Context: an optimization exercise on an open-source flow, tuned for a short achievable clock period and few clock cycles. The choices shown serve that exercise and are no tape-out recipe. Function not checked in this run: the RTL went through the layout flow alone. Power and IR drop assume default switching activity.

==> flow/design.v <==
module y86_pipe (
    input clk,
    input rst,                   
    output [11:0] imem_addr,     
    input  [79:0] imem_data,     
    output [13:0] dmem_addr,     
    output [63:0] dmem_wdata,    
    output dmem_we,              
    input  [63:0] dmem_rdata,    
    output [1:0] stat            
);
localparam [3:0] I_HALT = 4'h0, I_NOP = 4'h1, I_CMOV = 4'h2, I_IRMOV = 4'h3,
                 I_RMMOV = 4'h4, I_MRMOV = 4'h5, I_OP = 4'h6, I_JXX = 4'h7,
                 I_CALL = 4'h8, I_RET = 4'h9, I_PUSH = 4'hA, I_POP = 4'hB;
localparam [3:0] RNONE = 4'hF, RSP = 4'h4;
function cond;
    input [3:0] fn;
    input [2:0] cc;              
    reg zf, sf, of;
    begin
        zf = cc[0]; sf = cc[1]; of = cc[2];
        case (fn)
        4'd0: cond = 1'b1;
        4'd1: cond = (sf ^ of) | zf;
        4'd2: cond = sf ^ of;
        4'd3: cond = zf;
        4'd4: cond = ~zf;
        4'd5: cond = ~(sf ^ of);
        4'd6: cond = ~(sf ^ of) & ~zf;
        default: cond = 1'b0;
        endcase
    end
endfunction
reg [11:0] F_pc;
reg        F_bad;                
reg        D_valid;
reg [79:0] D_raw;
reg [11:0] D_pc;
reg        D_bad;
reg [12:0] D_pred;               
reg        E_valid;
reg [3:0]  E_icode, E_ifun, E_dstE, E_dstM;
reg [63:0] E_valA, E_valB, E_valC;
reg        E_exc;
reg [1:0]  E_stat;
reg [12:0] E_pred;
reg        M_valid;
reg [13:0] M_addr;
reg [63:0] M_wdata;
reg        M_we;
reg [63:0] M_valE;
reg [3:0]  M_dstE, M_dstM;
reg        M_isOP, M_isRet;
reg [2:0]  M_flags;
reg        M_exc;
reg [1:0]  M_stat;
reg [12:0] M_pred;
reg        W_valid;
reg [63:0] W_valE, W_valM;
reg [3:0]  W_dstE, W_dstM;
reg        W_isOP, W_isRet;
reg [2:0]  W_flags;
reg [12:0] W_pred;
reg [2:0]  CC;                   
reg [1:0]  S_stat;               
reg        stop;                 
reg [63:0] regs [0:14];
reg [12:0] ras [0:7];
reg [2:0]  ras_sp;               
wire W_mismatch = W_valid & W_isRet & (W_valM != {51'd0, W_pred});
wire [11:0] w_pc  = W_valM[11:0];
wire        w_bad = |W_valM[63:12];
wire [3:0] D_icode = D_raw[79:76];
wire [3:0] D_ifun  = D_raw[75:72];
wire [3:0] D_rA    = D_raw[71:68];
wire [3:0] D_rB    = D_raw[67:64];
wire D_isJC  = (D_icode == I_JXX) | (D_icode == I_CALL);
wire [63:0] D_valC = D_isJC ? D_raw[71:8] : D_raw[63:0];
reg [3:0] d_len;
always @(*) begin
    case (D_icode)
    I_CMOV, I_OP, I_PUSH, I_POP: d_len = 4'd2;
    I_IRMOV, I_RMMOV, I_MRMOV:   d_len = 4'd10;
    I_JXX, I_CALL:               d_len = 4'd9;
    default:                     d_len = 4'd1;
    endcase
end
wire [12:0] D_valP = {1'b0, D_pc} + {9'd0, d_len};
wire d_invalid = (D_icode > I_POP);
wire d_exc = D_bad | d_invalid | (D_icode == I_HALT);
wire [1:0] d_stat = D_bad ? 2'd2 : d_invalid ? 2'd3 : (D_icode == I_HALT) ? 2'd1 : 2'd0;
wire dv   = D_valid & ~stop;             
wire dok  = dv & ~d_exc;                 
reg [3:0] d_srcA, d_srcB, d_dstE, d_dstM;
always @(*) begin
    d_srcA = RNONE; d_srcB = RNONE; d_dstE = RNONE; d_dstM = RNONE;
    if (dok) begin
        case (D_icode)
        I_CMOV:  begin d_srcA = D_rA; d_dstE = D_rB; end
        I_IRMOV: begin d_dstE = D_rB; end
        I_RMMOV: begin d_srcA = D_rA; d_srcB = D_rB; end
        I_MRMOV: begin d_srcB = D_rB; d_dstM = D_rA; end
        I_OP:    begin d_srcA = D_rA; d_srcB = D_rB; d_dstE = D_rB; end
        I_CALL:  begin d_srcB = RSP; d_dstE = RSP; end
        I_RET:   begin d_srcA = RSP; d_srcB = RSP; d_dstE = RSP; end
        I_PUSH:  begin d_srcA = D_rA; d_srcB = RSP; d_dstE = RSP; end
        I_POP:   begin d_srcA = RSP; d_srcB = RSP; d_dstE = RSP; d_dstM = D_rA; end
        default: ;
        endcase
    end
end
wire [63:0] e_valE;
wire [3:0]  e_dstE;
wire [2:0]  e_flags;
wire        E_isOP   = E_valid & (E_icode == I_OP);
wire        E_isLoad = E_valid & ((E_icode == I_MRMOV) | (E_icode == I_POP));
wire        E_isRet  = E_valid & (E_icode == I_RET);
wire        M_isLoadDst = (M_dstM != RNONE);
function [63:0] fwd;
    input [3:0] src;
    input [3:0] e_dst;  input [63:0] e_val;
    input [3:0] m_dm;   input [63:0] m_vm;
    input [3:0] m_de;   input [63:0] m_ve;
    input [3:0] w_dm;   input [63:0] w_vm;
    input [3:0] w_de;   input [63:0] w_ve;
    input [63:0] rf;
    begin
        if (src == RNONE)       fwd = 64'd0;
        else if (src == e_dst)  fwd = e_val;
        else if (src == m_dm)   fwd = m_vm;
        else if (src == m_de)   fwd = m_ve;
        else if (src == w_dm)   fwd = w_vm;
        else if (src == w_de)   fwd = w_ve;
        else                    fwd = rf;
    end
endfunction
wire [63:0] rfA = regs[d_srcA[3:0] == RNONE ? 4'd0 : d_srcA];
wire [63:0] rfB = regs[d_srcB[3:0] == RNONE ? 4'd0 : d_srcB];
wire [63:0] d_fwdA = fwd(d_srcA, e_dstE, e_valE, M_dstM, dmem_rdata, M_dstE, M_valE,
                         W_dstM, W_valM, W_dstE, W_valE, rfA);
wire [63:0] d_valB = fwd(d_srcB, e_dstE, e_valE, M_dstM, dmem_rdata, M_dstE, M_valE,
                         W_dstM, W_valM, W_dstE, W_valE, rfB);
wire [63:0] d_valA = (D_icode == I_CALL) ? {51'd0, D_valP} : d_fwdA;
wire [2:0] cc_E = M_isOP ? M_flags : W_isOP ? W_flags : CC;      
wire [2:0] cc_D = E_isOP ? e_flags : cc_E;                       
wire d_jmp      = dok & (D_icode == I_JXX);
wire d_mispred  = d_jmp & ~cond(D_ifun, cc_D);        
wire d_isStore  = (D_icode == I_RMMOV) | (D_icode == I_PUSH) | (D_icode == I_CALL);
wire lu_hazard  = E_isLoad & (E_dstM != RNONE) & ((E_dstM == d_srcA) | (E_dstM == d_srcB));
wire ret_store  = E_isRet & dok & d_isStore;
wire D_stall    = dv & (lu_hazard | ret_store);
wire d_advance  = dv & ~D_stall & ~W_mismatch & ~rst;
assign imem_addr = F_pc;
wire [3:0] f_icode = imem_data[79:76];
wire [12:0] f_p1  = {1'b0, F_pc} + 13'd1;
wire [12:0] f_p2  = {1'b0, F_pc} + 13'd2;
wire [12:0] f_p10 = {1'b0, F_pc} + 13'd10;
wire d_call = dok & (D_icode == I_CALL);
wire d_ret  = dok & (D_icode == I_RET);
wire [12:0] ras_top = d_call ? D_valP :
                      d_ret  ? ras[ras_sp - 3'd2] : ras[ras_sp - 3'd1];
wire D_tgt_bad = |D_raw[71:20];
wire f_bad = F_bad | (dok & D_isJC & D_tgt_bad);
reg [12:0] f_next;       
always @(*) begin
    case (f_icode)
    I_CMOV, I_OP, I_PUSH, I_POP: f_next = f_p2;
    I_IRMOV, I_RMMOV, I_MRMOV:   f_next = f_p10;
    I_JXX, I_CALL:               f_next = {1'b0, imem_data[19:8]};
    I_RET:                       f_next = ras_top;
    default:                     f_next = f_p1;
    endcase
end
always @(posedge clk) begin
    if (rst) begin
        F_pc <= 12'd0;
        F_bad <= 1'b0;
    end else if (W_mismatch) begin
        F_pc <= w_pc;
        F_bad <= w_bad;
    end else if (d_mispred) begin
        F_pc <= D_valP[11:0];
        F_bad <= D_valP[12];
    end else if (!D_stall) begin
        F_pc <= f_next[11:0];
        F_bad <= f_next[12] | f_bad;
    end
end
always @(posedge clk) begin
    if (rst | W_mismatch | d_mispred)
        D_valid <= 1'b0;
    else if (!D_stall)
        D_valid <= 1'b1;
    if (!D_stall) begin
        D_raw  <= imem_data;
        D_pc   <= F_pc;
        D_bad  <= f_bad;
        D_pred <= ras_top;
    end
end
always @(posedge clk) begin
    if (rst)
        ras_sp <= 3'd0;
    else if (d_advance & d_call) begin
        ras[ras_sp] <= D_valP;
        ras_sp <= ras_sp + 3'd1;
    end else if (d_advance & d_ret)
        ras_sp <= ras_sp - 3'd1;
end
always @(posedge clk) begin
    if (rst | W_mismatch)
        stop <= 1'b0;
    else if (d_advance & d_exc)
        stop <= 1'b1;
end
always @(posedge clk) begin
    if (rst | W_mismatch | ~d_advance)
        E_valid <= 1'b0;
    else
        E_valid <= 1'b1;
    E_icode <= d_exc ? I_NOP : D_icode;
    E_ifun  <= D_ifun;
    E_dstE  <= d_advance ? d_dstE : RNONE;
    E_dstM  <= d_advance ? d_dstM : RNONE;
    E_valA  <= d_valA;
    E_valB  <= d_valB;
    E_valC  <= D_valC;
    E_exc   <= d_exc;
    E_stat  <= d_stat;
    E_pred  <= D_pred;
end
wire [63:0] e_sum_bc = E_valB + E_valC;
wire [63:0] e_add    = E_valB + E_valA;
wire [63:0] e_sub    = E_valB - E_valA;
wire [63:0] e_inc    = E_valB + 64'd1;
wire [63:0] e_dec    = E_valB - 64'd1;
reg [63:0] e_op;
reg        e_of;
always @(*) begin
    case (E_ifun[1:0])
    2'd0: begin e_op = e_add; e_of = (E_valA[63] == E_valB[63]) & (e_add[63] != E_valB[63]); end
    2'd1: begin e_op = e_sub; e_of = (E_valA[63] != E_valB[63]) & (e_sub[63] != E_valB[63]); end
    2'd2: begin e_op = E_valB & E_valA; e_of = 1'b0; end
    default: begin e_op = E_valB ^ E_valA; e_of = 1'b0; end
    endcase
end
assign e_flags = {e_of, e_op[63], e_op == 64'd0};
reg [63:0] e_val;
always @(*) begin
    case (E_icode)
    I_CMOV:          e_val = E_valA;
    I_IRMOV:         e_val = E_valC;
    I_RMMOV, I_MRMOV: e_val = e_sum_bc;
    I_OP:            e_val = e_op;
    I_CALL, I_PUSH:  e_val = e_dec;
    I_RET, I_POP:    e_val = e_inc;
    default:         e_val = 64'd0;
    endcase
end
assign e_valE = e_val;
wire e_cnd = cond(E_ifun, cc_E);
assign e_dstE = (E_icode == I_CMOV && !e_cnd) ? RNONE : E_dstE;
wire e_isMem   = (E_icode == I_RMMOV) | (E_icode == I_MRMOV) | (E_icode == I_CALL) |
                 (E_icode == I_RET) | (E_icode == I_PUSH) | (E_icode == I_POP);
wire e_isStore = (E_icode == I_RMMOV) | (E_icode == I_CALL) | (E_icode == I_PUSH);
wire e_useA    = (E_icode == I_RET) | (E_icode == I_POP);
wire [63:0] e_addr = e_useA ? E_valA : (E_icode == I_RMMOV || E_icode == I_MRMOV) ? e_sum_bc : e_dec;
wire e_fault = e_isMem & (|e_addr[63:14]);
wire block_store = (M_valid & M_exc) | (S_stat != 2'd0);
always @(posedge clk) begin
    if (rst | W_mismatch | ~E_valid) begin
        M_valid <= 1'b0;
        M_we    <= 1'b0;
        M_dstE  <= RNONE;
        M_dstM  <= RNONE;
        M_isOP  <= 1'b0;
        M_isRet <= 1'b0;
        M_exc   <= 1'b0;
    end else begin
        M_valid <= 1'b1;
        M_we    <= e_isStore & ~e_fault & ~E_exc & ~block_store;
        M_dstE  <= e_dstE;
        M_dstM  <= E_dstM;
        M_isOP  <= (E_icode == I_OP);
        M_isRet <= (E_icode == I_RET) & ~e_fault;
        M_exc   <= E_exc | e_fault;
    end
    M_addr  <= e_addr[13:0];
    M_wdata <= E_valA;
    M_valE  <= e_valE;
    M_flags <= e_flags;
    M_stat  <= E_exc ? E_stat : 2'd2;
    M_pred  <= E_pred;
end
assign dmem_addr  = M_addr;
assign dmem_wdata = M_wdata;
assign dmem_we    = M_we;
always @(posedge clk) begin
    if (rst | W_mismatch | ~M_valid) begin
        W_valid <= 1'b0;
        W_dstE  <= RNONE;
        W_dstM  <= RNONE;
        W_isOP  <= 1'b0;
        W_isRet <= 1'b0;
    end else begin
        W_valid <= 1'b1;
        W_dstE  <= M_dstE;
        W_dstM  <= M_dstM;
        W_isOP  <= M_isOP;
        W_isRet <= M_isRet;
    end
    W_valE  <= M_valE;
    W_valM  <= dmem_rdata;
    W_flags <= M_flags;
    W_pred  <= M_pred;
end
always @(posedge clk) begin
    if (rst)
        S_stat <= 2'd0;
    else if (S_stat == 2'd0 && M_valid && M_exc && !W_mismatch)
        S_stat <= M_stat;
end
assign stat = S_stat;
always @(posedge clk) begin
    if (rst)
        CC <= 3'b000;
    else if (W_isOP)
        CC <= W_flags;
end
always @(posedge clk) begin
    if (W_dstE != RNONE && W_dstE != W_dstM)
        regs[W_dstE] <= W_valE;
    if (W_dstM != RNONE)
        regs[W_dstM] <= W_valM;
end
endmodule
==> flow/run.sh <==
#!/bin/bash
# synth_recipe.tcl (not shown) runs the flow's synth.tcl, then flattens the netlist and writes it again
# the make line also repeats each setting of config.mk as NAME=value (left out here)
make -C /OpenROAD-flow-scripts/flow DESIGN_CONFIG=/design/flow/config.mk WORK_HOME=/design/flow/orfs CLKGATE_MAP_FILE= SYNTH_SCRIPT=/design/flow/synth_recipe.tcl finish
==> flow/config.mk <==
export PLATFORM = sky130hd
export DESIGN_NAME = y86_pipe
export DESIGN_NICKNAME = y86_pipe
export VERILOG_FILES = /design/flow/design.v
export SDC_FILE = /design/flow/constraint.sdc
export NUM_CORES = 4
export LEC_CHECK = 0
export CAP_MARGIN = 20
export CORE_MARGIN = 2
export CORE_UTILIZATION = 40
export SLEW_MARGIN = 20
==> flow/constraint.sdc <==
create_clock -name core_clock -period 26.0 [get_ports {clk}]
set_input_delay 5.2000 -clock core_clock [delete_from_list [all_inputs] [get_ports {clk}]]
set_output_delay 5.2000 -clock core_clock [all_outputs]
set_load 0.01 [all_outputs]
==> metrics.md <==
| Metric | Value |
|---|---|
| Ys Warns | 1 |
| Post-synth ARST share | 0% |
| RSZ-0062 raised after global routing | false |
| P&R area growth vs syn | 11.0% |
| Power Density | between 70 and 80 nW/um^2 |
| DR pass1 iterations | 12 |
| DRC viols | 0 |
| Post-CTS Hold Fix Bufs | 0 |
| Seq/Total Area, Yosys | approximately 43% |
| Max-cap violations | 0 |
| Int Power | between 5 and 6 mW |
| Chip height | roughly 520 microns |
| Fmax | around 120 MHz |
| Pre-CTS setup slack | between 15 and 20 ns |
| Synth unique cells | slightly below 100 |
| GPL Wtd Cong | around 1.1 |
| Biggest regs | regs x960, ras x104, D_raw x80 |
| Share of cells above drive strength 1 | between 10% and 20% |
| Worst-path clk slew | approximately 0.06 ns |
| Vias/cell | about 7 |
| Hpwl dp | 350 mm |
| RR Endpoint | E_valA[40]$_SDFF_PP0_ |
| Final setup margin | 17.76 ns |
| IO Count | about 240 |
| Die width | roughly 520 microns |
| CP startpoint kind | flop |
| Cell count after placement | 14600 |
| Final hold vios | 0 |
| Antenna violations before repair | 43 |
| Fin nets | 11600 |
| Num CTS Buffers | ~200 |
| Initial Utilization | between 40% and 50% |
| H-tree levels | 4 |
| Core area | about 270000 sq um |
| Final setup violation count | 0 |
| Max reg flops | 960 |
| Gate Count Post-Synth | 11600 |
| CP max-delay cell | edfxtp_1 |
| Worst-path cell chain | or4_1 -> nand4_1 -> nor3b_2 -> buf_4 -> buf_4 -> nor3_1 -> nor2_4 -> buf_4 -> buf_12 -> o221ai_1 -> nand3_1 -> a21oi_1 -> o311ai_0 -> o211ai_1 -> a21oi_1 -> a21oi_1 -> o21ai_0 |
| Post-synth EDFFs | between 1000 and 1500 |
| Area after DPL | between 100000 and 150000 sq um |
| Slew margin rel. | under 10% |
| Clk sinks | around 1700 |
| Crit path kind | flop to flop |
| Largest fanout on the critical path | between 90 and 100 |
| Sw Ratio | 37.2% |
| Worst skew pair latency | slightly above 0.9 ns |
| Worst Path Required | 26.72 ns |
| Avg WL per Cell | approximately 36 microns |
| Crit share post-route | about a third |
| Root Driver | clkbuf_16 |
| Final Cell Area | between 100000 and 150000 sq um |
| Clk network pwr share | between 30% and 40% |
| Hold endpoint | M_pred[4]$_DFF_P_ |
| Crit. End Element | flop |
| P_sw | ~3.3 mW |
| Vias | approximately 100k |
| Iter 0 DRT Violations | 19300 |
| Seq pwr share | between 30% and 40% |
| Final slew viol count | 0 |
| Deepest clock path buffer count | 4 |
| R2r startpoint | D_raw[76]$_DFFE_PN_ |
| Post-CTS Setup Inserts | 0 |
| Gr ovfl total | 0 |
| Setup TNS | 0 ns |
| Hold Path Class | flop to flop |
| Worst Hold Depth | 0 |
| Pin count of the biggest net entering global routing | roughly 140 |
| Worst setup path startpoint | D_raw[76]$_DFFE_PN_ |
| Reg2reg setup slack | around 18 ns |
| Prevailing post-synth register cell | edfxtp_1 |
| First-pass GRT wire length | ~740 mm |
| Avg Synthesized Cell Area | 9.27 sq um |
| Clk_skew | 0.0746 ns |
| Top reg by flops | regs |
| Syn nets | roughly 12000 |
| R2R depth | 17 |
| Leakage power | between 40 and 50 nW |
| Worst Path Arrival | ~9.0 ns |
| Final ANT Viol Nets | 0 |
| Site Rows | 190 |
| Fin crit period | 8.24 ns |
| Post-Layout Cell Count | 15000 |
| Worst Hold Launch | E_pred[4]$_DFF_P_ |
| Port Buffers | between 200 and 250 |
| Combinational fraction of design power | between 30% and 40% |
| Area of the die | 274000 sq um |
| Syn Std Cell Area | about 110000 sq um |
| Worst Tran Pin Value | 1.34 ns |
| VDD IR max | 0.0597 mV |
| Resized cells post-CTS | 0 |
| Vias in the first global route | 96700 |
| CP peak stage delay | just over 0.8 ns |
| CTS tree | built |
| FF+latch count, synth | approximately 1700 |
| Total Routing Usage GR | between 30% and 40% |
| Total Wirelength | about 540 mm |
| Status | finished clean |
power by group through the flow:
stage	logic (mW)	registers (mW)	clock network [mW]
finish	2.69	3.41	2.83
global route	2.78	3.41	2.92
CTS	2.56	3.39	2.82
detailed placement	2.55	3.45	0
global placement	2.53	3.44	0
floorplan	1.63	3.27	0
placed cells by master, fill, tap and decap left out, types with 55 or more instances in the layout:
cell type	synthesis	final
a211oi_1	125	124
a21o_1	71	71
a21oi_1	780	778
a311oi_1	218	215
a31oi_1	160	159
and3_1	142	141
buf_4	0	260
clkbuf_16	0	200
clkdlybuf4s50_1	0	238
dfxtp_1	579	575
edfxtp_1	1170	1170
ha_1	204	204
inv_1	200	199
mux2_2	1029	1029
mux2i_1	71	71
nand2_1	1893	1878
nand3_1	659	659
nand4_1	94	94
nor2_1	599	584
nor3_1	163	157
nor4_1	124	111
o211ai_1	276	276
o21ai_0	476	468
o221ai_1	226	224
o31ai_1	55	55
xnor2_1	175	174
xor2_1	106	105
critical path, delay by kind of cell, from the launching register on:
| family | cells | cell delay, ns |
|---|---|---|
| buf+inv | 4 | 2.70 |
| compound gates | 7 | 2.26 |
| simple gates | 6 | 2.04 |
| flops | 1 | 0.83 |
logic make-up (layout without fill, tap and decap cells):
logic type	after synthesis	in the layout	synth area share (%)
buffers and inverters	1333	1067	4.65
AOI/OAI and AO/OA	2910	2910	18.1
and+or+nand+nor	4010	4010	16.7
adders and majority gates	209	209	2.45
other	0	35	0
DFF	1749	1749	43.3
muxes	1153	1153	12.5
xor gates and xnor gates	281	281	2.28
per-stage QoR:
step	utilization, %	total power, mW	hold WS [ns]
floorplan	-	4.91	0.310
global placement	42.3	5.97	0.312
detailed placement	42.3	5.99	0.312
CTS	44.7	8.77	0.322
global route	44.7	9.11	0.327
finish	44.7	8.92	0.325
layer usage:
layer  track usage, %  part of all wire [%]  up-vias
li1                 -                     -    42700
met1             48.7                    37    50700
met2             53.8                    41     9075
met3             11.6                    14     1990
met4             23.7                   7.7       38
met5                0                 0.054        -
Yosys cell counts (44+ instances only):
cell type	number	area [sq um]
dfxtp_1	579	11600
nor2_1	599	2250
xor2_1	106	928
o31ai_1	55	413
mux2_2	1029	11600
buf_1	131	492
mux2i_1	71	711
o211ai_1	276	2070
a31oi_1	160	1000
nand4_1	94	588
nand3_1	659	3300
nand2_1	1893	7110
a211oi_1	125	938
a21o_1	71	533
xnor2_1	175	1530
nand2b_1	49	307
a311oi_1	218	1910
o221ai_1	226	1980
ha_1	204	2550
nor2b_1	51	319
and3_1	142	888
a222oi_1	44	440
nor4_1	124	776
a21oi_1	780	3900
inv_1	200	751
clkbuf_1	993	3730
nor3_1	163	816
o22ai_1	52	325
mux4_2	53	1190
o21ai_0	476	2380
edfxtp_1	1170	35100
final cells by class:
type,count,area [sq um]
well taps,3552,4440
fillers,25400,148000
multi-input cells,8563,57000
clock inverters,80,747
diodes,35,87.6
clock buffers,274,5540
inverters,201,757
repair buffers,512,4590
flip-flops and latches,1749,46700
worst max-delay path by stage:
stage               depth (start not counted)                     to  slack (ns)
floorplan                                  14   F_pc[8]$_SDFFE_PP0P_       18.57
global placement                           11   F_pc[4]$_SDFFE_PP0P_       17.72
detailed placement                         12  F_pc[10]$_SDFFE_PP0P_       17.83
CTS                                        18   F_pc[4]$_SDFFE_PP0P_       17.94
global route                               18   F_pc[7]$_SDFFE_PP0P_       17.58
finish                                     17  E_valA[40]$_SDFF_PP0_       17.76

port drivers added, routing unchanged:
The flow's constraints put no driver on any port. The routed layout listed below was extracted and timed again, unchanged, in two steps.
Step 1 assumes that a clkbuf_16 drives the clock port and a buf_2 every other input.
Step 2 moves the port delays by t, midway between the first and last clock arrival at a register: inputs arrive t later, outputs are due t later. That takes back most of the time a late clock gives input paths.
Three values: ideal, step 1, step 2; two values: the first two.
t, ns: 0.994
setup WS [ns]: 17.759 / 17.759 / 17.759
worst setup path at the end: register to register
slew at the worst register clock pin (ns): 0.08 / 0.08
After both steps setup and hold are still met in this run. The setup slack of this run moves by 0.000 ns with the drivers and by 0.000 ns with both steps.
